Context: an optimization exercise on an open-source flow, tuned for small area. The choices shown serve that exercise and are no tape-out recipe. The RTL was checked by simulation tests, not by an equivalence proof against the original design. Power figures rest on the tool's default switching activity, not on a simulated workload.

[flow/flow/area.abc]
strash
&get -n
&deepsyn -T 30
&put
dch -f
amap -F 3 -A 10
topo
[flow/standard.sh]
#!/bin/bash
# synth_recipe.tcl (not shown) runs the flow's synth.tcl, then flattens the netlist and writes it again
# the make line also repeats each setting of config.mk as NAME=value (left out here)
make -C /OpenROAD-flow-scripts/flow DESIGN_CONFIG=/design/flow/config.mk WORK_HOME=/design/flow/orfs CLKGATE_MAP_FILE= SYNTH_SCRIPT=/design/flow/synth_recipe.tcl "${@:-finish}"
[flow/constraint.sdc]
create_clock -name core_clock -period 10.0 [get_ports {clk}]
set_input_delay 2.0000 -clock core_clock [delete_from_list [all_inputs] [get_ports {clk}]]
set_output_delay 2.0000 -clock core_clock [all_outputs]
set_load 0.01 [all_outputs]
[flow/design.v]
`timescale 1ns / 1ps
module stg_game(
	clk,
	rst,
	tick_1ms,
	btnstate,
	switch,
	planex,
	planey,
	mybx,
	myby,
	bossx,
	bossy,
	enmx1,
	enmy1,
	enmx2,
	enmy2,
	enmx3,
	enmy3,
	enmx4,
	enmy4,
	bigbulletx1,
	bigbullety1,
	bigbulletx2,
	bigbullety2,
	bulletx1,
	bullety1,
	bulletx2,
	bullety2,
	bulletx3,
	bullety3,
	bulletx4,
	bullety4,
	bulletx5,
	bullety5,
	bulletx6,
	bullety6,
	bulletx7,
	bullety7,
	bulletx8,
	bullety8,
	bulletx9,
	bullety9,
	bulletx10,
	bullety10,
	bulletx11,
	bullety11,
	bulletx12,
	bullety12,
	life,
	boss,
	enma1,
	enma2,
	enma3,
	enma4,
	gameclear
	);
input clk;
input rst;
input tick_1ms;
input [3:0]btnstate;
input switch;
output [9:0]planex;
output [9:0]planey;
output [9:0]mybx;
output [9:0]myby;
output [9:0]bossx;
output [9:0]bossy;
output [9:0]enmx1;
output [9:0]enmy1;
output [9:0]enmx2;
output [9:0]enmy2;
output [9:0]enmx3;
output [9:0]enmy3;
output [9:0]enmx4;
output [9:0]enmy4;
output [9:0]bigbulletx1;
output [9:0]bigbullety1;
output [9:0]bigbulletx2;
output [9:0]bigbullety2;
output [9:0]bulletx1;
output [9:0]bullety1;
output [9:0]bulletx2;
output [9:0]bullety2;
output [9:0]bulletx3;
output [9:0]bullety3;
output [9:0]bulletx4;
output [9:0]bullety4;
output [9:0]bulletx5;
output [9:0]bullety5;
output [9:0]bulletx6;
output [9:0]bullety6;
output [9:0]bulletx7;
output [9:0]bullety7;
output [9:0]bulletx8;
output [9:0]bullety8;
output [9:0]bulletx9;
output [9:0]bullety9;
output [9:0]bulletx10;
output [9:0]bullety10;
output [9:0]bulletx11;
output [9:0]bullety11;
output [9:0]bulletx12;
output [9:0]bullety12;
output reg [2:0]life;
output boss;
output enma1,enma2,enma3,enma4;
output gameclear;
function [9:0] inc10;
	input [9:0] a; input c;
	integer i; reg k;
	begin
		k=c;
		for(i=0;i<10;i=i+1) begin inc10[i]=a[i]^k; k=a[i]&k; end
	end
endfunction
function [9:0] dec10;
	input [9:0] a; input c;
	integer i; reg k;
	begin
		k=c;
		for(i=0;i<10;i=i+1) begin dec10[i]=a[i]^k; k=~a[i]&k; end
	end
endfunction
function [9:0] updn10;
	input [9:0] a; input up;
	integer i; reg k;
	begin
		k=1'b1;
		for(i=0;i<10;i=i+1) begin updn10[i]=a[i]^k; k=k&~(a[i]^up); end
	end
endfunction
function [9:0] updne10;
	input [9:0] a; input up; input en;
	integer i; reg k;
	begin
		k=en;
		for(i=0;i<10;i=i+1) begin updne10[i]=a[i]^k; k=k&~(a[i]^up); end
	end
endfunction
function [9:0] sub10;
	input [9:0] a; input [9:0] b;
	integer i; reg k;
	begin
		k=1'b1;
		for(i=0;i<10;i=i+1) begin
			sub10[i]=a[i]^~b[i]^k;
			k=(a[i]&~b[i])|(a[i]&k)|(~b[i]&k);
		end
	end
endfunction
function [9:0] add10;
	input [9:0] a; input [9:0] b;
	integer i; reg k;
	begin
		k=1'b0;
		for(i=0;i<10;i=i+1) begin
			add10[i]=a[i]^b[i]^k;
			k=(a[i]&b[i])|(a[i]&k)|(b[i]&k);
		end
	end
endfunction
function [8:0] updne9; input [8:0] a; input up; input en; reg [9:0] t; begin t=updne10({1'b0,a},up,en); updne9=t[8:0]; end endfunction
function [8:0] inc9; input [8:0] a; input c; reg [9:0] t; begin t=inc10({1'b0,a},c); inc9=t[8:0]; end endfunction
function [8:0] dec9; input [8:0] a; input c; reg [9:0] t; begin t=dec10({1'b0,a},c); dec9=t[8:0]; end endfunction
function [8:0] add9; input [8:0] a; input [8:0] b; reg [9:0] t; begin t=add10({1'b0,a},{1'b0,b}); add9=t[8:0]; end endfunction
function [8:0] sub9; input [8:0] a; input [8:0] b; reg [9:0] t; begin t=sub10({1'b0,a},{1'b0,b}); sub9=t[8:0]; end endfunction
function lt10;
	input [9:0] a; input [9:0] b;
	integer i; reg k;
	begin
		k=1'b0;
		for(i=0;i<10;i=i+1) k=(~a[i]&b[i])|(~(a[i]^b[i])&k);
		lt10=k;
	end
endfunction
reg [3:0] cnter;         
reg step;                
reg shot, shot_d;        
reg pend;                
reg [2:0] sc;            
reg [12:1] of;           
reg [8:0] px;            
reg [9:0] py;
reg [8:0] mx;            
reg [9:0] my;
reg [8:0] bx;            
reg [5:0] hpc1,hpc2,hpc3,hpc4;    
wire [5:0] hp1=~hpc1, hp2=~hpc2, hp3=~hpc3, hp4=~hpc4;
reg [8:0] hpbc;          
wire [8:0] hpb=~hpbc;
reg [8:0] ex1,ey1,ex2,ey2,ex3,ey3,ex4,ey4;
reg [2:0] fn;            
reg [4:0] c30;           
reg [8:0] bby;           
reg [8:0] b1x,b1y,b2x,b2y,b3x,b3y,b4x,b4y,b5x,b5y,b6x,b6y,b7x,b7y,b8x,b8y;
reg [9:0] b9x,b9y,b10x,b10y,b11x,b11y,b12x,b12y;
assign planex={1'b0,px};
assign planey=py;
assign mybx={1'b0,mx};
assign myby=my;
assign bossx={1'b0,bx};
assign bossy=10'd166;
assign enmx1={1'b0,ex1}; assign enmy1={1'b0,ey1};
assign enmx2={1'b0,ex2}; assign enmy2={1'b0,ey2};
assign enmx3={1'b0,ex3}; assign enmy3={1'b0,ey3};
assign enmx4={1'b0,ex4}; assign enmy4={1'b0,ey4};
wire bact = bby[8]|bby[7];            
assign bigbulletx1 = bact ? 10'd260 : 10'd0;
assign bigbulletx2 = bact ? 10'd428 : 10'd0;
assign bigbullety1 = {1'b0,bby};
assign bigbullety2 = {1'b0,bby};
assign bulletx1={1'b0,b1x}; assign bullety1={1'b0,b1y};
assign bulletx2={1'b0,b2x}; assign bullety2={1'b0,b2y};
assign bulletx3={1'b0,b3x}; assign bullety3={1'b0,b3y};
assign bulletx4={1'b0,b4x}; assign bullety4={1'b0,b4y};
assign bulletx5={1'b0,b5x}; assign bullety5={1'b0,b5y};
assign bulletx6={1'b0,b6x}; assign bullety6={1'b0,b6y};
assign bulletx7={1'b0,b7x}; assign bullety7={1'b0,b7y};
assign bulletx8={1'b0,b8x}; assign bullety8={1'b0,b8y};
assign bulletx9=b9x;   assign bullety9=b9y;
assign bulletx10=b10x; assign bullety10=b10y;
assign bulletx11=b11x; assign bullety11=b11y;
assign bulletx12=b12x; assign bullety12=b12y;
wire hp1nz = |hp1;
assign enma1 = hp1nz;
assign enma2 = (|hp2[3:0])|hp1[4]|hp1[5];
assign enma3 = (|hp3[3:0])|hp1[4]|hp1[5];
assign enma4 = (|hp4[3:0])|hp1[4]|hp1[5];
wire enma = hp1nz|(|hp2[3:0])|(|hp3[3:0])|(|hp4[3:0]);
wire hpbnz = |hpb;
assign boss = hpbnz & ~enma;
assign gameclear = ~switch & ~hpbnz;
wire gameover = ~switch & ~life[2];
wire c10 = cnter[3]&cnter[1];
wire [9:0] cntn = inc10({6'd0,cnter},1'b1);
always @(posedge clk) begin
	if(rst) begin
		cnter<=0;
		step<=0;
	end
	else begin
		step<=tick_1ms&c10;
		if(tick_1ms) cnter<= c10 ? 4'd0 : cntn[3:0];
	end
end
always @(posedge clk) begin
	if(rst) begin
		life<=3'b111;
		shot_d<=0;
	end
	else begin
		shot_d<=shot;
		if(switch) life<=3'b111;
		else if(shot&&!shot_d) life<={life[1:0],1'b0};
	end
end
always @(posedge clk) begin
	if(rst|~boss) bx<=0;
	else bx<=inc9(bx,bx!=9'd344);
end
wire pxnz = |px;     
wire pyge90 = ~lt10(py,10'd90);
wire pyle453 = lt10(py,10'd454);
wire mvup = btnstate[0] & pxnz & ~lt10(py,10'd91) & pyle453;
wire mvlf = btnstate[1] & ~lt10({1'b0,px},10'd200) & pyge90 & pyle453;
wire mvdn = btnstate[3] & pxnz & pyge90 & lt10(py,10'd453);
wire mvrt = btnstate[2] & pxnz & lt10({1'b0,px},10'd489) & pyge90 & pyle453;
wire pmv = step & ~gameover;
wire pxL = pmv & ~mvup & mvlf;
wire pxR = pmv & ~mvup & ~mvlf & ~mvdn & mvrt;
wire pyU = pmv & mvup;
wire pyD = step & (gameover | (~mvup & ~mvlf & mvdn));
wire prst = pmv & ~pxnz;      
always @(posedge clk) begin
	if(rst|prst) begin px<=9'd344; py<=10'd413; end
	else begin
		px <= (step&gameover) ? 9'd0 : updne9(px, ~mvlf, pxL|pxR);
		py <= updne10(py, ~pyU, pyU|pyD);
	end
end
wire [9:0] dbx = sub10({1'b0,bx},{1'b0,mx});
wire hitb = ~lt10({1'b0,bx},10'd41) & (lt10(dbx,10'd42) | ~lt10(dbx,10'd983)) & lt10(my,10'd191);
function ehit;
	input [8:0] mxx; input [9:0] myy; input [8:0] ex; input [8:0] ey;
	reg [9:0] dx, dy;
	begin
		dx = sub10({1'b0,ex},{1'b0,mxx});
		dy = sub10({1'b0,ey},myy);
		ehit = ~lt10({1'b0,ex},10'd15) & (lt10(dx,10'd15) | ~lt10(dx,10'd1010))
		     & ~lt10({1'b0,ey},10'd18) & (lt10(dy,10'd18) | ~lt10(dy,10'd1007));
	end
endfunction
wire hit1 = ehit(mx,my,ex1,ey1);
wire hit2 = ehit(mx,my,ex2,ey2);
wire hit3 = ehit(mx,my,ex3,ey3);
wire hit4 = ehit(mx,my,ex4,ey4);
wire mtop = lt10(my,10'd72);
wire tk = tick_1ms & ~switch;
wire hrst = rst | (tick_1ms & switch);
wire reload = tk & (hitb|hit1|hit2|hit3|hit4|mtop);
wire [9:0] myd = dec10(my, tk);
always @(posedge clk) begin
	if(rst|reload) begin mx<=px; my<=py; end
	else my<=myd;
end
wire [9:0] hp1t=inc10({4'd0,hpc1},tk&~hitb&hit1&hp1nz);
wire [9:0] hp2t=inc10({4'd0,hpc2},tk&~hitb&~hit1&hit2&(|hp2));
wire [9:0] hp3t=inc10({4'd0,hpc3},tk&~hitb&~hit1&~hit2&hit3&(|hp3));
wire [9:0] hp4t=inc10({4'd0,hpc4},tk&~hitb&~hit1&~hit2&~hit3&hit4&(|hp4));
always @(posedge clk) begin
	if(hrst) begin
		hpc1<=~6'd60; hpc2<=~6'd60; hpc3<=~6'd60; hpc4<=~6'd60; hpbc<=~9'd300;
	end
	else begin
		hpbc<=inc9(hpbc,tk&hitb&hpbnz);
		hpc1<=hp1t[5:0]; hpc2<=hp2t[5:0]; hpc3<=hp3t[5:0]; hpc4<=hp4t[5:0];
	end
end
function [17:0] enmA;
	input [8:0] x; input [8:0] y; input [5:0] hp; input [8:0] cap; input st; input sw; input [8:0] x0;
	reg ph1, ph2, hz, ph3, xl504, xl344;
	begin
		ph1 = lt10(10'd40,{4'd0,hp});
		ph2 = ~ph1 & lt10(10'd20,{4'd0,hp});
		hz = hp==6'd0;
		ph3 = ~ph1 & ~ph2 & ~hz;
		xl504 = lt10({1'b0,x},10'd504);
		xl344 = lt10({1'b0,x},10'd344);
		if(st&sw) enmA = {x0, 9'd40};
		else begin
			enmA[17:9] = (st&~ph1&hz) ? 9'd0 : (st&~ph1&~xl504) ? 9'd184 : inc9(x, st&~ph1);
			enmA[8:0] = (st&ph1&~lt10({1'b0,y},{1'b0,cap})) ? cap :
			            (st&ph3&~xl504) ? 9'd271 :
			            add9((st&ph3) ? x^{9{~xl344}} : y, (st&ph3) ? {~xl344,1'b0,xl344,1'b0,xl344,~xl344,xl344,xl344,xl344} : {8'd0,st&ph1});
		end
	end
endfunction
function [17:0] enmB;
	input [8:0] x; input [8:0] y; input [5:0] hp; input [8:0] cap; input st; input sw; input [8:0] x0;
	reg ph1, ph2, hz, ph3, xl504, xg344, xg184;
	begin
		ph1 = lt10(10'd40,{4'd0,hp});
		ph2 = ~ph1 & lt10(10'd20,{4'd0,hp});
		hz = hp==6'd0;
		ph3 = ~ph1 & ~ph2 & ~hz;
		xl504 = lt10({1'b0,x},10'd504);
		xg344 = lt10(10'd344,{1'b0,x});
		xg184 = lt10(10'd184,{1'b0,x});
		if(st&sw) enmB = {x0, 9'd40};
		else begin
			enmB[17:9] = (st&~ph1&hz) ? 9'd0 : (st&ph2&~xl504) ? 9'd184 : (st&ph3&~xg184) ? 9'd504 :
			             updne9(x, ph2, st&(ph2|ph3));
			enmB[8:0] = (st&ph1&~lt10({1'b0,y},{1'b0,cap})) ? cap :
			            (st&ph3) ? (xg184 ? add9(x^{9{~xg344}}, {1'b1,~xg344,~xg344,1'b0,xg344,~xg344,xg344,xg344,xg344}) : 9'd271) :
			            inc9(y, st&ph1);
		end
	end
endfunction
wire [17:0] e1n = enmA(ex1,ey1,hp1,9'd200,step,switch,9'd248);
wire [17:0] e2n = enmB(ex2,ey2,hp2,9'd150,step,switch,9'd312);
wire [17:0] e3n = enmB(ex3,ey3,hp3,9'd150,step,switch,9'd376);
wire [17:0] e4n = enmA(ex4,ey4,hp4,9'd200,step,switch,9'd440);
always @(posedge clk) begin
	if(rst) begin
		ex1<=0; ey1<=0; ex2<=0; ey2<=0; ex3<=0; ey3<=0; ex4<=0; ey4<=0;
	end
	else begin
		{ex1,ey1}<=e1n;
		{ex2,ey2}<=e2n;
		{ex3,ey3}<=e3n;
		{ex4,ey4}<=e4n;
	end
end
function oob;    
	input [9:0] x; input [9:0] y;
	oob = lt10(x,10'd184) | lt10(10'd504,x) | lt10(y,10'd61) | lt10(10'd471,y);
endfunction
wire [9:0] fnt = inc10({7'd0,fn},~&fn);
wire [2:0] fnn = fnt[2:0];
wire [9:0] c30t = inc10({5'd0,c30},1'b1);
wire [4:0] c30n = c30t[4:0];
wire c30top = c30[4]&c30[3]&c30[2]&c30[1];    
always @(posedge clk) begin
	if(rst) begin fn<=0; c30<=0; end
	else if(step) begin
		if(switch) begin fn<=0; c30<=0; end
		else if(boss) begin
			if(c30top) begin
				c30<=0;
				fn<=fnn;
			end
			else c30<=c30n;
		end
		else c30<=0;
	end
end
wire [6:0] fst;
assign fst[0] = ~fn[2]&~fn[1]&~fn[0];
assign fst[1] = ~fn[2]&~fn[1];
assign fst[2] = ~fn[2]&~(fn[1]&fn[0]);
assign fst[3] = ~fn[2];
assign fst[4] = ~fn[2]|(~fn[1]&~fn[0]);
assign fst[5] = ~fn[2]|~fn[1];
assign fst[6] = ~(fn[2]&fn[1]&fn[0]);
always @(posedge clk) begin
	if(rst | (step&~(boss&~switch))) bby<=0;
	else if(step & (~bact | lt10(10'd471,{1'b0,bby}))) bby<=9'd190;
	else bby<=inc9(bby,step);
end
function [17:0] bstr;
	input [8:0] x; input [8:0] y; input [8:0] ex; input [8:0] ey; input f; input [8:0] cx;
	input st; input bs; input sw; input o;
	begin
		bstr = (st&~bs&(o|sw)) ? {ex,ey} : (st&bs&(f|o)) ? {cx,9'd221} : {x, inc9(y,st)};
	end
endfunction
function [17:0] bdia;
	input [8:0] x; input [8:0] y; input [8:0] ex; input [8:0] ey; input mv; input bs; input f; input [8:0] cx;
	input st; input sw; input o;
	begin
		bdia = (st&~bs&(o|sw)) ? {ex,ey} : (st&bs&(f|o)) ? {cx,9'd221} :
		       {inc9(x, st&~bs&mv), inc9(y, st&(bs|mv))};
	end
endfunction
function [19:0] bback;
	input [9:0] x; input [9:0] y; input [8:0] ex; input [8:0] ey; input ld; input st; input sw; input o;
	begin
		bback = (st&(o|sw)&ld) ? {1'b0,ex,1'b0,ey} : {dec10(x,st), inc10(y,st)};
	end
endfunction
wire hp1le40 = lt10({4'd0,hp1},10'd41);
wire hp2le40 = lt10({4'd0,hp2},10'd41);
wire hp3le40 = lt10({4'd0,hp3},10'd41);
wire hp4le40 = lt10({4'd0,hp4},10'd41);
wire [17:0] n1 = bstr(b1x,b1y,ex1,ey1,fst[0],9'd294,step,boss,switch,of[1]);
wire [17:0] n2 = bstr(b2x,b2y,ex2,ey2,fst[1],9'd344,step,boss,switch,of[2]);
wire [17:0] n3 = bstr(b3x,b3y,ex3,ey3,fst[2],9'd394,step,boss,switch,of[3]);
wire [17:0] n4 = bstr(b4x,b4y,ex4,ey4,fst[3],9'd419,step,boss,switch,of[4]);
wire [17:0] n5 = bdia(b5x,b5y,ex1,ey1,hp1le40,boss,fst[4],9'd369,step,switch,of[5]);
wire [17:0] n6 = bdia(b6x,b6y,ex2,ey2,hp2le40,boss,fst[5],9'd319,step,switch,of[6]);
wire [17:0] n7 = bdia(b7x,b7y,ex3,ey3,hp3le40,boss,fst[6],9'd269,step,switch,of[7]);
wire [17:0] n8 = bdia(b8x,b8y,ex4,ey4,hp4le40,1'b0,1'b0,9'd0,step,switch,of[8]);
wire [19:0] n9 = bback(b9x,b9y,ex1,ey1,hp1le40,step,switch,of[9]);
wire [19:0] n10 = bback(b10x,b10y,ex2,ey2,hp2le40,step,switch,of[10]);
wire [19:0] n11 = bback(b11x,b11y,ex3,ey3,hp3le40,step,switch,of[11]);
wire [19:0] n12 = bback(b12x,b12y,ex4,ey4,hp4le40,step,switch,of[12]);
always @(posedge clk) begin
	if(rst) begin
		b1x<=0; b1y<=0; b2x<=0; b2y<=0; b3x<=0; b3y<=0; b4x<=0; b4y<=0;
		b5x<=0; b5y<=0; b6x<=0; b6y<=0; b7x<=0; b7y<=0; b8x<=0; b8y<=0;
		b9x<=0; b9y<=0; b10x<=0; b10y<=0; b11x<=0; b11y<=0; b12x<=0; b12y<=0;
	end
	else begin
		{b1x,b1y}<=n1; {b2x,b2y}<=n2; {b3x,b3y}<=n3; {b4x,b4y}<=n4;
		{b5x,b5y}<=n5; {b6x,b6y}<=n6; {b7x,b7y}<=n7; {b8x,b8y}<=n8;
		{b9x,b9y}<=n9; {b10x,b10y}<=n10; {b11x,b11y}<=n11; {b12x,b12y}<=n12;
	end
end
wire pyok = ~lt10(py,10'd6) & lt10(py,10'd1018);
function shit;
	input [9:0] x; input [9:0] y; input [8:0] pxx; input [9:0] pyy; input big;
	reg [9:0] dx, dy;
	begin
		dx = sub10(x,{1'b0,pxx});
		dy = sub10(y,pyy);
		if(big) shit = (lt10(dx,10'd25) | ~lt10(dx,10'd1000)) & (lt10(dy,10'd25) | ~lt10(dy,10'd1000));
		else shit = (lt10(dx,10'd6) | ~lt10(dx,10'd1019)) & (lt10(dy,10'd6) | ~lt10(dy,10'd1019));
	end
endfunction
wire [9:0] sct = inc10({7'd0,sc},1'b1);
wire [2:0] scn = sct[2:0];
reg [9:0] sa_x, sa_y, sb_x, sb_y;
always @(*) begin
	case(sc)
	3'd0: begin sa_x={1'b0,b1x}; sa_y={1'b0,b1y}; sb_x={1'b0,b7x}; sb_y={1'b0,b7y}; end
	3'd1: begin sa_x={1'b0,b2x}; sa_y={1'b0,b2y}; sb_x={1'b0,b8x}; sb_y={1'b0,b8y}; end
	3'd2: begin sa_x={1'b0,b3x}; sa_y={1'b0,b3y}; sb_x=b9x; sb_y=b9y; end
	3'd3: begin sa_x={1'b0,b4x}; sa_y={1'b0,b4y}; sb_x=b10x; sb_y=b10y; end
	3'd4: begin sa_x={1'b0,b5x}; sa_y={1'b0,b5y}; sb_x=b11x; sb_y=b11y; end
	3'd5: begin sa_x={1'b0,b6x}; sa_y={1'b0,b6y}; sb_x=b12x; sb_y=b12y; end
	3'd6: begin sa_x=10'd260; sa_y={1'b0,bby}; sb_x=b12x; sb_y=b12y; end      
	default: begin sa_x=10'd428; sa_y={1'b0,bby}; sb_x=b12x; sb_y=b12y; end   
	endcase
end
wire sbig = sc[2]&sc[1];    
wire hsa = shit(sa_x,sa_y,px,py,sbig) & (bact|~sbig);
wire oa = oob(sa_x,sa_y);
wire ob = oob(sb_x,sb_y);
always @(posedge clk) begin
	case(sc)
	3'd0: begin of[1]<=oa; of[7]<=ob; end
	3'd1: begin of[2]<=oa; of[8]<=ob; end
	3'd2: begin of[3]<=oa; of[9]<=ob; end
	3'd3: begin of[4]<=oa; of[10]<=ob; end
	3'd4: begin of[5]<=oa; of[11]<=ob; end
	3'd5: begin of[6]<=oa; of[12]<=ob; end
	default: ;
	endcase
end
wire hsb = shit(sb_x,sb_y,px,py,1'b0);
wire hnow = pxnz & pyok & (hsa|hsb);
always @(posedge clk) sc<= rst ? 3'd0 : scn;    
always @(posedge clk) begin
	if(rst) begin
		pend<=0; shot<=0;
	end
	else begin
		if(step) begin
			shot<=pend|hnow;
			pend<=0;
		end
		else pend<=pend|hnow;
	end
end
endmodule
[flow/flow/run.sh]
#!/bin/bash
# The standard layout (standard.sh) with these changes:
#  - synthesis is synth_recipe.tcl unchanged except that the final abc call
#    maps with an area-oriented script (flow/area.abc);
#  - synthesis inserts no pass-through buffers (SYNTH_INSBUF=0); every port
#    still gets its buffer from buffer_ports, as sky130_fd_sc_hd__buf_1;
#  - the clock tree uses clkbuf_8, larger sink clusters and no dummy loads.
# ORFS keeps each step's log under orfs/logs; make's output goes to
# area_standard.log.
set -euo pipefail
W=$(pwd)
{
  echo "proc abc {args} { set i [lsearch \$args -script]; if {\$i >= 0} { lset args [expr {\$i+1}] $W/flow/area.abc }; yosys abc {*}\$args }"
  cat synth_recipe.tcl
} > area_synth.tcl
sed -e "s#SYNTH_SCRIPT=[^ ]*#SYNTH_SCRIPT=$W/area_synth.tcl#" standard.sh > area_standard.sh
export BUFFER_PORTS_ARGS="-buffer_cell sky130_fd_sc_hd__buf_1"
export SYNTH_INSBUF=0
export CTS_ARGS="-sink_clustering_enable -repair_clock_nets -dont_use_dummy_load -sink_clustering_size 16 -sink_clustering_max_diameter 80 -buf_list sky130_fd_sc_hd__clkbuf_8"
bash area_standard.sh > area_standard.log 2>&1
[flow/config.mk]
export PLATFORM = sky130hd
export DESIGN_NAME = stg_game
export DESIGN_NICKNAME = stg_game
export VERILOG_FILES = /design/flow/design.v
export SDC_FILE = /design/flow/constraint.sdc
export NUM_CORES = 4
export LEC_CHECK = 0
export CAP_MARGIN = 20
export CORE_MARGIN = 2
export CORE_UTILIZATION = 55
export PLACE_DENSITY = 0.7
export SLEW_MARGIN = 20
==> impl_metrics.py, run 1 <==
metrics = {
    "global_routing": {
        "grt-ovfl-total": 0,
        "grt_pass1_wl_mm": 140,
        "grt_use_total_pct": 43.3,
        "gr-usage-met3_pct": 10.8,
        "met2_usage_pct": 66.4,
        "antenna_found_initial": 1,
        "grt_pass1_vias": 21800,
        "grt-busiest-layer": "met2",
        "met1_usage_pct": 55.4,
        "grt_start_max_net_pins": 53,
    },
    "worst_setup_path": {
        "worstRegToRegCells": 26,
        "reg2reg_from": "sc[2]",
        "required_ns": 10.57,
        "path_class": "register to register",
        "crit_path_max_fanout": 11,
        "regToRegSetupSlack_ns": 2.18,
        "cp.arrival_ns": 8.38,
        "worstSetupStartpoint": "sc[2]",
        "r2r_end": "shot",
        "start_kind": "register",
        "critPathCaptureType": "register",
    },
    "synthesis": {
        "ys_seq_area_share_pct": 36.6,
        "postSynthCellCount": 2511,
        "ys_top_cells_by_area": "dfxtp_1 34%, ha_1 15%, fa_1 8.9%, clkinv_1 5.9%, o22ai_1 4.0%",
        "synth_seq_cells": 419,
        "synth_top_area_share_pct": 33.9,
        "synth_warnings": 1,
        "netlist_area_um2": 23500,
        "synth_area_leader_cell": "dfxtp_1",
        "synth_ff_type": "dfxtp_1",
        "synth.avg_cell_area_um2": 9.37,
        "synth-edff-count": 21,
        "synthArstFlopShare_pct": 0,
        "yosysUniqueCellTypes": 59,
    },
    "power": {
        "switching_share_pct": 26.7,
        "p_switching_w": 0.000749,
        "p_comb_share_pct": 7.5,
        "power_frac_seq_pct": 60.5,
        "total_power_w": 0.00281,
        "leakage_nw": 10.5,
        "internal-power_w": 0.00206,
        "power_density_nw_per_um2": 105,
        "p_clk_share_pct": 32.0,
        "peakVddDrop_mv": 0.103,
    },
    "timing": {
        "slew_headroom_pct": 26.4,
        "tns_ns": 0,
        "finalCritPeriodShare_pct": 78.2,
        "skew_ns": 0.0509,
        "finalSetupViolCount": 0,
        "min_period_ns": 7.82,
        "rsz0062_at_grt": "false",
        "worst_slew_pin_slew_ns": 1.10,
        "fmax_ghz": 0.128,
        "final-hold-violation-count": 0,
        "final_max_slew_viol_count": 0,
    },
    "drt": {
        "drtPass1Iterations": 8,
        "wire_per_inst_um": 27.7,
        "ant_nets": 0,
        "totalWireLength_mm": 98.5,
        "drtIter0Drc": 2879,
        "drc": 0,
        "vias": 23300,
        "drt-vias-per-instance": 6.55,
    },
    "min_path": {
        "worstHoldEndpoint": "sc[0]",
        "hold_path_depth": 1,
        "hp-start": "sc[0]",
        "hold_class": "register to register",
    },
    "cts": {
        "post_cts_buffers": 0,
        "ctsHoldBuffers": 0,
        "cts_sinks": 419,
        "clock_latency_ns": 0.65,
        "clkTransAtPathRegs_ns": 0.10,
        "clk_path_buf_depth": 3,
        "htreeDepth": 2,
        "cts_buffers": 35,
        "cts_resized": 0,
        "cts_tree": "done",
        "cts-root-buf": "clkbuf_8",
    },
    "placement": {
        "place_congestion": 1.03,
        "hpwl_mm": 79.2,
        "io_buffer_count": 384,
    },
    "die": {
        "row_count": 75,
        "pin_count": 437,
        "die_area_um2": 44400,
        "die_h_um": 211,
        "die_x_um": 211,
        "core_um2": 42000,
        "initial_core_util_pct": 56.0,
    },
    "final_layout": {
        "fill_cells": 3720,
        "layout-drive-gt1-share_pct": 2.69,
        "syn2layout_area_growth_pct": 13.2,
        "final_common_cell": "dfxtp_1",
        "layout_common_cells": "398 x dfxtp_1, 383 x buf_1, 366 x clkinv_1",
        "final_nets": 3415,
    },
    "run_status": {
        "status": "finished clean",
    },
    "job": {
        "cap_violations": 0,
    },
}
==> worst max-delay path, stage by stage, from the launching register on <==
cell	delay, ns
dfxtp_1	0.50
clkinv_1	0.26
ha_1	0.29
clkinv_1	0.21
nand4_1	0.44
o211a_1	0.40
ha_1	0.19
fa_1	0.38
fa_1	0.40
fa_1	0.40
fa_1	0.42
fa_1	0.40
fa_1	0.39
fa_1	0.40
fa_1	0.42
nor2_1	0.09
a21oi_1	0.06
or3_1	0.31
nor3_1	0.25
clkinv_1	0.15
o41ai_1	0.33
o21ai_0	0.15
nor3_1	0.20
nor3b_1	0.11
a2111oi_0	0.31
nor2_1	0.10
o32ai_1	0.21
==> routing by layer <==
metal	vias to the layer above	routed length (µm)
met3	336	11800
li1	10200	-
met5	-	14
met1	11100	36800
met2	1638	43000
met4	2	6940
==> final cells by class <==
class,instances,area (µm²),area share [%]
sequential,419,8600,32.3
clock buffer,35,482,1.81
tap,539,674,2.53
antenna,1,2.50,0.00940
timing repair buffer,421,1720,6.46
inverter,367,1380,5.17
multi-input combinational,1773,13800,51.7
==> Yosys cell counts (all sizes together) (9+ instances only) <==
cell and instances:
dfxtp 398, clkinv 367, ha 286, nor2 246, o21ai 153, o22ai 151
nand2 136, fa 104, a21oi 95, o221a 59, a222oi 48, nor3 45
a211oi 34, a22oi 31, nor2b 31, nor4 31, or2 29, nand3 28
o221ai 25, edfxtp 21, nand4 20, and3 17, a221oi 14, a31oi 13
o21a 13, o211ai 10, a2111oi 9, o211a 9, o31ai 9, or3 9
==> how the worst max path moves through the flow <==
stage | cells after the start | slack (ns) | to
after detailed placement | 26 | 2.24 | shot
after global placement | 26 | 2.34 | shot
final | 26 | 2.18 | shot
after global routing | 26 | 1.65 | shot
after CTS | 26 | 2.24 | shot
after floorplan | 27 | 2.46 | shot
==> cells by family (layout without fill, tap and decap cells) <==
logic type	count (synthesis)	after routing	synth area share, %
AO/OA/AOI/OAI	718	718	21.5
adder cells (fa/ha/maj)	390	390	24.1
XOR/XNOR	1	1	0.0372
other	2	53	0.0319
buffers and inverters	369	823	5.89
flip-flops	419	419	36.6
AND/OR/NAND/NOR	612	612	12.0
==> sequential cells by signal, summed over array words and instances, names as in the netlist, 10 cells and up <==
register	cells
b10x	10
b10y	10
b11x	10
b11y	10
b12x	10
b12y	10
b9x	10
b9y	10
my	10
of	12
py	10
==> metrics by stage <==
step / cell area [µm²] / hold slack [ns] / setup slack [ns] / util, % / instances
5_1_grt: 26600 / 0.485 / 1.65 / 63.3 / 3554
3_5_place_dp: 26100 / 0.445 / 2.24 / 62.2 / 3519
6_report: 26600 / 0.469 / 2.18 / 63.3 / 3555
4_1_cts: 26600 / 0.460 / 2.24 / 63.3 / 3554
3_3_place_gp: 26100 / 0.445 / 2.34 / 62.2 / 3519
2_1_floorplan: 23700 / 0.421 / 2.46 / - / 2561
==> power groups by stage <==
stage	Combinational [W]	Sequential, W	Clock (W)
6_report	0.000212	0.00170	0.000898
5_1_grt	0.000227	0.00170	0.000951
4_1_cts	0.000204	0.00170	0.000895
3_5_place_dp	0.000203	0.00174	0
3_3_place_gp	0.000195	0.00174	0
2_1_floorplan	0.000128	0.00173	0
==> run 2: changes to the inputs <==
--- a/flow/flow/run.sh
+++ b/flow/flow/run.sh
@@ -17,4 +17,5 @@
 export BUFFER_PORTS_ARGS="-buffer_cell sky130_fd_sc_hd__buf_1"
 export SYNTH_INSBUF=0
+export GPL_KEEP_OVERFLOW=0
 export CTS_ARGS="-sink_clustering_enable -repair_clock_nets -dont_use_dummy_load -sink_clustering_size 16 -sink_clustering_max_diameter 80 -buf_list sky130_fd_sc_hd__clkbuf_8"
 bash area_standard.sh > area_standard.log 2>&1
--- a/flow/config.mk
+++ b/flow/config.mk
@@ -6,7 +6,7 @@
 export NUM_CORES = 4
 export LEC_CHECK = 0
-export CAP_MARGIN = 20
+export CAP_MARGIN = 5
 export CORE_MARGIN = 2
 export CORE_UTILIZATION = 55
 export PLACE_DENSITY = 0.7
-export SLEW_MARGIN = 20
+export SLEW_MARGIN = 5
==> impl_metrics.py, run 2 <==
metrics = {
    "run_status": {
        "status": "finished clean",
    },
    "final_layout": {
        "max_flop_register": "of",
        "layout-drive-gt1-share_pct": 2.30,
        "multiInputGateArea_um2": 13800,
        "final_common_cell": "dfxtp_1",
        "seq_area_um2": 8600,
        "layout_common_cells": "397 x dfxtp_1, 383 x buf_1, 366 x clkinv_1",
        "final_core_util_pct": 63.3,
        "syn2layout_area_growth_pct": 13.1,
        "fill_cells": 3655,
        "instances_no_fill": 3538,
        "largest_reg_flops": 12,
        "final_nets": 3398,
    },
    "cts": {
        "clock_latency_ns": 0.70,
        "cts-root-buf": "clkbuf_8",
        "cts_tree": "done",
        "ctsHoldBuffers": 0,
        "htreeDepth": 1,
        "cts_sinks": 419,
        "post_cts_buffers": 0,
        "clkTransAtPathRegs_ns": 0.11,
        "clk_path_buf_depth": 3,
        "cts_buffers": 31,
        "cts_resized": 0,
    },
    "synthesis": {
        "yosysUniqueCellTypes": 59,
        "ys_seq_area_share_pct": 36.6,
        "synth_area_leader_cell": "dfxtp_1",
        "synth-edff-count": 21,
        "synth_ff_type": "dfxtp_1",
        "synthArstFlopShare_pct": 0,
        "synth_warnings": 1,
        "ys_top_cells_by_area": "dfxtp_1 34%, ha_1 15%, fa_1 8.9%, clkinv_1 5.9%, o22ai_1 4.0%",
        "synth.avg_cell_area_um2": 9.37,
        "synth_seq_cells": 419,
        "postSynthCellCount": 2511,
        "netlist_area_um2": 23500,
        "yosysMostFrequentCell": "dfxtp_1",
        "synth_top_area_share_pct": 33.9,
        "ys_top_cells_by_count": "398 x dfxtp_1, 367 x clkinv_1, 286 x ha_1, 246 x nor2_1, 153 x o21ai_0",
    },
    "worst_setup_path": {
        "critPathTopFamily": "adder cells",
        "crit_path_max_fanout": 32,
        "regToRegSetupSlack_ns": 1.24,
        "cp.arrival_ns": 9.36,
        "path_class": "register to register",
        "critPathCaptureType": "register",
        "cp_num_buf_inv": 3,
        "max_stage_delay_ns": 0.75,
        "worst_path_max_delay_cell": "ha_1",
        "start_kind": "register",
        "crit_path_frequent_cell": "fa_1",
        "required_ns": 10.60,
    },
    "timing": {
        "finalCritPeriodShare_pct": 87.6,
        "final_max_slew_viol_count": 0,
        "slew_headroom_pct": 7.92,
        "worst_slack_ns": 1.24,
        "tns_ns": 0,
        "worst_slew_pin_slew_ns": 1.38,
        "skew_ns": 0.0442,
        "rsz0062_at_grt": "false",
        "final-hold-violation-count": 0,
        "finalSetupViolCount": 0,
        "min_period_ns": 8.76,
        "fmax_ghz": 0.114,
    },
    "die": {
        "die_x_um": 211,
        "die_area_um2": 44400,
        "die_h_um": 211,
        "initial_core_util_pct": 56.0,
        "core_um2": 42000,
        "pin_count": 437,
        "row_count": 75,
    },
    "power": {
        "power_density_nw_per_um2": 104,
        "leakage_nw": 10.5,
        "peakVddDrop_mv": 0.108,
    },
    "drt": {
        "drtPass1Iterations": 9,
        "drt-vias-per-instance": 6.55,
        "totalWireLength_mm": 97.8,
        "vias": 23200,
        "drtIter0Drc": 3043,
        "ant_nets": 0,
        "wire_per_inst_um": 27.6,
        "drc": 0,
    },
    "global_routing": {
        "antenna_found_initial": 2,
        "grt_use_total_pct": 42.8,
        "grt-ovfl-total": 0,
        "grt_start_max_net_pins": 99,
        "grt_pass1_vias": 21500,
        "grt_pass1_wl_mm": 139,
    },
    "placement": {
        "hpwl_mm": 78.6,
        "io_buffer_count": 384,
        "place_congestion": 1.03,
        "dp.cells": 3503,
        "dp_slack_ns": 1.40,
    },
    "min_path": {
        "hold_class": "register to register",
    },
    "job": {
        "cap_violations": 0,
    },
}
## run 2: cell types whose count changed in the layout (fill, tap and decap cells not counted), sizes merged
cell | before | now
clkbuf | 36 | 31
buf | 420 | 408
clkinv | 366 | 367
inv | 1 | 0
## run 2: path summary, 6_finish.rpt
| kind | from | endpoint | cells after the start |
|---|---|---|---|
| worst max-delay path | sc[2] | shot | 26 |
| worst min-delay path | hpbc[8] | hpbc[8] | 1 |
| worst max register to register | sc[2] | shot | 26 |
| worst min register to register | hpbc[8] | hpbc[8] | 1 |
## run 2: cell families after synthesis
group / after synthesis / synth area share (%)
adder cells (fa/ha/maj): 390 / 24.1
XOR/XNOR: 1 / 0.0372
flip-flops: 419 / 36.6
buffers and inverters: 369 / 5.89
AO/OA/AOI/OAI: 718 / 21.5
AND/OR/NAND/NOR: 612 / 12.0
other: 2 / 0.0319
## run 2: area by class of cell
| type | instances | area share, % |
|---|---|---|
| Antenna cell | 1 | 0.00940 |
| Clock buffer | 31 | 1.60 |
| Inverter | 367 | 5.20 |
| Multi-Input combinational cell | 1773 | 51.8 |
| Sequential cell | 419 | 32.3 |
| Tap cell | 539 | 2.53 |
| Timing Repair Buffer | 408 | 6.54 |
## run 2: power breakdown
group          internal [W]  switching (W)  total, W
clock              0.000276       0.000575  0.000851
combinational     0.0000613       0.000158  0.000219
sequential          0.00169      0.0000107   0.00170
## run 2: stage by stage
step	hold WS, ns	area, µm²	total power [W]
global route	0.512	26600	0.00283
floorplan	0.421	23700	0.00186
CTS	0.473	26600	0.00276
global placement	0.446	25800	0.00193
finish	0.470	26600	0.00277
detailed placement	0.454	26200	0.00195
## run 2: layer usage
metal | part of all wire [%] | global-route usage [%] | up-vias
li1 | - | - | 10200
met1 | 37 | 55.2 | 11000
met2 | 43 | 64.9 | 1599
met3 | 12 | 10.3 | 379
met4 | 7.1 | 26.8 | 2
met5 | 0.015 | 0 | -
==> run 3: changes to the inputs <==
--- a/flow/flow/run.sh
+++ b/flow/flow/run.sh
@@ -17,5 +17,4 @@
 export BUFFER_PORTS_ARGS="-buffer_cell sky130_fd_sc_hd__buf_1"
 export SYNTH_INSBUF=0
-export GPL_KEEP_OVERFLOW=0
 export CTS_ARGS="-sink_clustering_enable -repair_clock_nets -dont_use_dummy_load -sink_clustering_size 16 -sink_clustering_max_diameter 80 -buf_list sky130_fd_sc_hd__clkbuf_8"
 bash area_standard.sh > area_standard.log 2>&1
==> impl_metrics.py, run 3 <==
metrics = {
    "run_status": {
        "status": "finished clean",
    },
    "timing": {
        "fmax_ghz": 0.128,
        "final_max_slew_viol_count": 0,
        "worst_slack_ns": 2.16,
        "final-hold-violation-count": 0,
        "min_period_ns": 7.84,
        "slew_headroom_pct": 20.0,
        "worst_slew_pin_slew_ns": 1.20,
        "finalSetupViolCount": 0,
        "rsz0062_at_grt": "false",
        "skew_ns": 0.0492,
        "tns_ns": 0,
        "finalCritPeriodShare_pct": 78.4,
    },
    "synthesis": {
        "ys_top_cells_by_count": "398 x dfxtp_1, 367 x clkinv_1, 286 x ha_1, 246 x nor2_1, 153 x o21ai_0",
        "synth.avg_cell_area_um2": 9.37,
        "netlist_area_um2": 23500,
        "postSynthCellCount": 2511,
        "synth_top_area_share_pct": 33.9,
        "synth_ff_type": "dfxtp_1",
        "yosysUniqueCellTypes": 59,
        "synth-edff-count": 21,
        "synthArstFlopShare_pct": 0,
        "ys_seq_area_share_pct": 36.6,
        "synth_area_leader_cell": "dfxtp_1",
        "ys_top_cells_by_area": "dfxtp_1 34%, ha_1 15%, fa_1 8.9%, clkinv_1 5.9%, o22ai_1 4.0%",
        "yosysMostFrequentCell": "dfxtp_1",
        "synth_seq_cells": 419,
        "synth_warnings": 1,
    },
    "cts": {
        "clk_path_buf_depth": 3,
        "htreeDepth": 2,
        "cts_resized": 0,
        "ctsHoldBuffers": 0,
        "cts_buffers": 35,
        "cts_tree": "done",
        "cts_sinks": 419,
        "clock_latency_ns": 0.65,
        "clkTransAtPathRegs_ns": 0.10,
        "cts-root-buf": "clkbuf_8",
        "post_cts_buffers": 0,
    },
    "job": {
        "cap_violations": 0,
    },
    "power": {
        "total_power_w": 0.00281,
        "power_density_nw_per_um2": 105,
        "leakage_nw": 10.5,
        "peakVddDrop_mv": 0.103,
    },
    "final_layout": {
        "largest_reg_flops": 12,
        "final_common_cell": "dfxtp_1",
        "max_flop_register": "of",
        "layout-drive-gt1-share_pct": 2.69,
        "layout_common_cells": "398 x dfxtp_1, 383 x buf_1, 366 x clkinv_1",
        "final_nets": 3415,
        "diodes": 0,
        "syn2layout_area_growth_pct": 13.2,
    },
    "worst_setup_path": {
        "start_kind": "register",
        "cp_num_buf_inv": 3,
        "crit_path_frequent_cell": "fa_1",
        "critPathTopFamily": "adder cells",
        "path_class": "register to register",
        "critPathCaptureType": "register",
        "worst_path_max_delay_cell": "dfxtp_1",
        "max_stage_delay_ns": 0.50,
        "cp.arrival_ns": 8.40,
        "required_ns": 10.56,
        "crit_path_max_fanout": 11,
    },
    "placement": {
        "place_congestion": 1.03,
        "io_buffer_count": 384,
        "hpwl_mm": 79.2,
        "dp_slack_ns": 2.24,
    },
    "drt": {
        "vias": 23200,
        "drt-vias-per-instance": 6.52,
        "ant_nets": 0,
        "wire_per_inst_um": 27.7,
        "totalWireLength_mm": 98.6,
        "drtPass1Iterations": 7,
        "drc": 0,
        "drtIter0Drc": 2886,
    },
    "die": {
        "die_x_um": 211,
        "die_h_um": 211,
        "pin_count": 437,
        "die_area_um2": 44400,
        "row_count": 75,
        "core_um2": 42000,
        "initial_core_util_pct": 56.0,
    },
    "global_routing": {
        "met1_usage_pct": 55.4,
        "grt_pass1_vias": 21800,
        "grt_use_total_pct": 43.3,
        "antenna_found_initial": 1,
        "grt_pass1_wl_mm": 140,
        "grt_start_max_net_pins": 53,
        "met2_usage_pct": 66.4,
        "gr-usage-met3_pct": 10.8,
        "grt-busiest-layer": "met2",
        "grt-ovfl-total": 0,
    },
    "min_path": {
        "hold_class": "register to register",
    },
}
-- run 3: cell count changes in the layout (fill, tap and decap cells not counted), sizes merged --
cell	previous run	this run
clkinv	367	366
diode	1	0
clkbuf	31	36
buf	408	420
inv	0	1
-- run 3: logic make-up (layout without fill, tap and decap cells) --
family	after synthesis	in the layout	share of synthesized area [%]
XOR/XNOR	1	1	0.0372
adder cells (fa/ha/maj)	390	390	24.1
other	2	52	0.0319
buffers and inverters	369	823	5.89
AO/OA/AOI/OAI	718	718	21.5
AND/OR/NAND/NOR	612	612	12.0
flip-flops	419	419	36.6
-- run 3: final cells by class --
type                    count  area (µm²)
flip-flops and latches    419        8600
multi-input cells        1773       13800
repair buffers            421        1720
fillers                  3718       15400
well taps                 539         674
clock buffers              35         482
inverters                 367        1380
-- run 3: worst paths after layout --
path	startpoint	endpoint	slack, ns	depth (start not counted)
setup / recovery	sc[2]	shot	2.16	26
hold reg to reg	sc[0]	sc[0]	0.47	1
setup reg to reg	sc[2]	shot	2.16	26
hold / removal	sc[0]	sc[0]	0.47	1
-- run 3: report_power, final --
group | switching, W | internal, W | total, W
Clock | 0.000583 | 0.000316 | 0.000899
Combinational | 0.000156 | 0.0000554 | 0.000212
Sequential | 0.0000103 | 0.00169 | 0.00170
Total | 0.000750 | 0.00206 | 0.00281
-- run 3: per-stage QoR --
stage | hold WS, ns | instances | utilization [%] | area [µm²]
after CTS | 0.460 | 3554 | 63.3 | 26600
after global routing | 0.485 | 3554 | 63.3 | 26600
after global placement | 0.445 | 3519 | 62.2 | 26100
after floorplan | 0.421 | 2561 | - | 23700
after detailed placement | 0.445 | 3519 | 62.2 | 26100
final | 0.466 | 3554 | 63.3 | 26600
-- run 3: per-layer routing --
metal  part of all wire, %  wire length (µm)
met1                    38             37200
met2                    44             43100
met3                    11             11300
met4                   7.0              6920
met5                 0.014                14
==> run 4: changes to the inputs <==
--- a/flow/config.mk
+++ b/flow/config.mk
@@ -8,5 +8,5 @@
 export CAP_MARGIN = 5
 export CORE_MARGIN = 2
-export CORE_UTILIZATION = 55
-export PLACE_DENSITY = 0.7
+export CORE_UTILIZATION = 65
+export PLACE_DENSITY = 0.8
 export SLEW_MARGIN = 5
==> impl_metrics.py, run 4 <==
metrics = {
    "global_routing": {
        "grt_use_total_pct": 50.8,
        "grt_pass1_vias": 23200,
        "grt-ovfl-total": 0,
        "grt_pass1_wl_mm": 143,
        "grt_start_max_net_pins": 58,
        "antenna_found_initial": 4,
    },
    "drt": {
        "drt-vias-per-instance": 6.96,
        "drtIter0Drc": 3798,
        "ant_nets": 0,
        "wire_per_inst_um": 28.3,
        "drc": 0,
        "totalWireLength_mm": 98.5,
        "drtPass1Iterations": 12,
        "vias": 24200,
    },
    "run_status": {
        "status": "finished clean",
    },
    "final_layout": {
        "fill_cells": 2651,
        "final_nets": 3413,
        "layout-drive-gt1-share_pct": 2.62,
        "final_common_cell": "dfxtp_1",
        "layout_common_cells": "398 x dfxtp_1, 383 x buf_1, 366 x clkinv_1",
        "max_flop_register": "of",
        "syn2layout_area_growth_pct": 12.6,
        "largest_reg_flops": 12,
    },
    "timing": {
        "slew_headroom_pct": 18.2,
        "final-hold-violation-count": 0,
        "skew_ns": 0.0358,
        "worst_slack_ns": 1.80,
        "rsz0062_at_grt": "false",
        "min_period_ns": 8.20,
        "final_max_slew_viol_count": 0,
        "worst_slew_pin_slew_ns": 1.23,
        "fmax_ghz": 0.122,
        "finalSetupViolCount": 0,
        "finalCritPeriodShare_pct": 82.0,
        "tns_ns": 0,
    },
    "worst_setup_path": {
        "r2r_end": "shot",
        "max_stage_delay_ns": 0.50,
        "regToRegSetupSlack_ns": 1.80,
        "required_ns": 10.58,
        "cp.arrival_ns": 8.78,
        "worst_path_max_delay_cell": "dfxtp_1",
        "crit_path_frequent_cell": "fa_1",
        "crit_path_max_fanout": 32,
        "worstRegToRegCells": 27,
        "critPathTopFamily": "adder cells",
        "cp_num_buf_inv": 4,
        "reg2reg_from": "sc[2]",
        "critPathCaptureType": "register",
        "path_class": "register to register",
        "start_kind": "register",
    },
    "synthesis": {
        "synth_adder_area_share_pct": 24.1,
        "yosysMostFrequentCell": "dfxtp_1",
        "yosys.area_share.simple_pct": 12.0,
        "synth_top_family_by_area": "adder cells",
        "synth_ff_type": "dfxtp_1",
        "ys_top_cells_by_count": "398 x dfxtp_1, 367 x clkinv_1, 286 x ha_1, 246 x nor2_1, 153 x o21ai_0",
        "synth_seq_cells": 419,
        "synth_mux_area_share_pct": 0,
        "ys_seq_area_share_pct": 36.6,
        "postSynthCellCount": 2511,
        "synth.avg_cell_area_um2": 9.37,
        "synthXorXnorAreaFrac_pct": 0.0372,
        "ys_top_cells_by_area": "dfxtp_1 34%, ha_1 15%, fa_1 8.9%, clkinv_1 5.9%, o22ai_1 4.0%",
        "synth-compound-area-share_pct": 21.5,
        "synth-edff-count": 21,
        "synth_area_leader_cell": "dfxtp_1",
        "synthArstFlopShare_pct": 0,
        "netlist_area_um2": 23500,
        "synth_top_area_share_pct": 33.9,
        "yosysUniqueCellTypes": 59,
        "synth_warnings": 1,
    },
    "cts": {
        "cts_buffers": 30,
        "htreeDepth": 1,
        "cts-root-buf": "clkbuf_8",
        "clkTransAtPathRegs_ns": 0.11,
        "cts_sinks": 419,
        "cts_tree": "done",
        "post_cts_buffers": 0,
        "cts_resized": 0,
        "clock_latency_ns": 0.69,
        "ctsHoldBuffers": 0,
        "clk_path_buf_depth": 3,
    },
    "die": {
        "row_count": 69,
        "die_h_um": 194,
        "initial_core_util_pct": 66.1,
        "die_area_um2": 37700,
        "core_um2": 35600,
        "pin_count": 437,
        "die_x_um": 194,
    },
    "power": {
        "peakVddDrop_mv": 0.123,
        "power_density_nw_per_um2": 104,
        "leakage_nw": 10.5,
    },
    "placement": {
        "hpwl_mm": 77.9,
        "dp_slack_ns": 1.98,
        "place_congestion": 1.08,
        "io_buffer_count": 384,
    },
    "min_path": {
        "hold_path_depth": 2,
        "hp-start": "shot",
        "worstHoldEndpoint": "shot_d",
        "hold_class": "register to register",
    },
    "job": {
        "cap_violations": 0,
    },
}
run 4: cell counts after synthesis:
No cell type changed its count.
run 4: how the worst max path moves through the flow:
stage | startpoint | to | slack (ns) | cells past startpoint
4_1_cts | sc[2] | shot | 1.96 | 27
5_1_grt | sc[2] | shot | 1.43 | 27
3_3_place_gp | sc[2] | shot | 2.15 | 27
3_5_place_dp | sc[2] | shot | 1.98 | 27
6_report | sc[2] | shot | 1.80 | 27
2_1_floorplan | sc[1] | shot | 2.46 | 27
run 4: layer usage:
metal	up-vias	share of wire, %	global-route usage (%)
met3	538	15	15.1
li1	10200	-	-
met2	2198	42	75.3
met4	4	8.9	37.7
met1	11300	34	62.9
met5	-	0.021	0
run 4: per-stage QoR:
| step | area, µm² | hold WS (ns) | std cells | util (%) | power, W |
|---|---|---|---|---|---|
| 2_1_floorplan | 23700 | 0.421 | 2561 | - | 0.00186 |
| 3_3_place_gp | 26100 | 0.443 | 3444 | 73.3 | 0.00193 |
| 3_5_place_dp | 26100 | 0.447 | 3444 | 73.3 | 0.00194 |
| 4_1_cts | 26500 | 0.467 | 3474 | 74.4 | 0.00272 |
| 5_1_grt | 26500 | 0.487 | 3474 | 74.4 | 0.00280 |
| 6_report | 26500 | 0.472 | 3476 | 74.4 | 0.00275 |
run 4: layout make-up:
cell class / instances / area [µm²] / share of cell area [%]
Tap cell: 461 / 577 / 2.18
Clock buffer: 30 / 413 / 1.56
Antenna cell: 2 / 5.00 / 0.0189
Timing Repair Buffer: 424 / 1740 / 6.58
Sequential cell: 419 / 8600 / 32.5
Inverter: 367 / 1380 / 5.20
Multi-Input combinational cell: 1773 / 13800 / 52.0
run 4: report_power, final:
| group | internal (W) | total [W] | leakage [nW] | switching [W] |
|---|---|---|---|---|
| clock network | 0.000267 | 0.000836 | 0.216 | 0.000569 |
| logic | 0.0000556 | 0.000213 | 6.91 | 0.000157 |
| registers | 0.00169 | 0.00170 | 3.37 | 0.0000107 |
run 4: cell families after synthesis:
| family | count (synthesis) |
|---|---|
| AO/OA/AOI/OAI | 718 |
| XOR/XNOR | 1 |
| adder cells (fa/ha/maj) | 390 |
| buffers and inverters | 369 |
| flip-flops | 419 |
| other | 2 |
| AND/OR/NAND/NOR | 612 |
run 4: tightest hold or removal path, cell delays in order (launching register included):
cell	delay, ns
dfxtp_1	0.31
clkinv_1	0.09
nor2_1	0.05

[what the ideal ports hide]
No port has a modelled driver above. Below, the same layouts with a new extraction and two added sets of constraints.
Step 1, drivers: a clkbuf_16 drives clk and a buf_2 each remaining input, both assumed.
Step 2 also shifts input and output timing later by t, the mid clock arrival at the registers, as if the neighbouring blocks saw the same clock.
Three values: ideal, step 1, step 2; two values: the first two.
run	shift t [ns]	setup slack, ns	hold WS [ns]	worst data-port slew with drivers (ns)	pins driven straight from the clock port
run 1	0.678	2.185 / 2.185 / 2.185	0.469 / 0.469 / 0.469	0.04	1
run 2	0.738	1.237 / 1.237 / 1.237	0.470 / 0.470 / 0.470	0.04	1
run 3	0.676	2.160 / 2.160 / 2.160	0.466 / 0.466 / 0.466	0.04	1
run 4	0.732	1.797 / 1.797 / 1.797	0.472 / 0.472 / 0.472	0.04	1
After both steps every run listed still meets setup and hold.
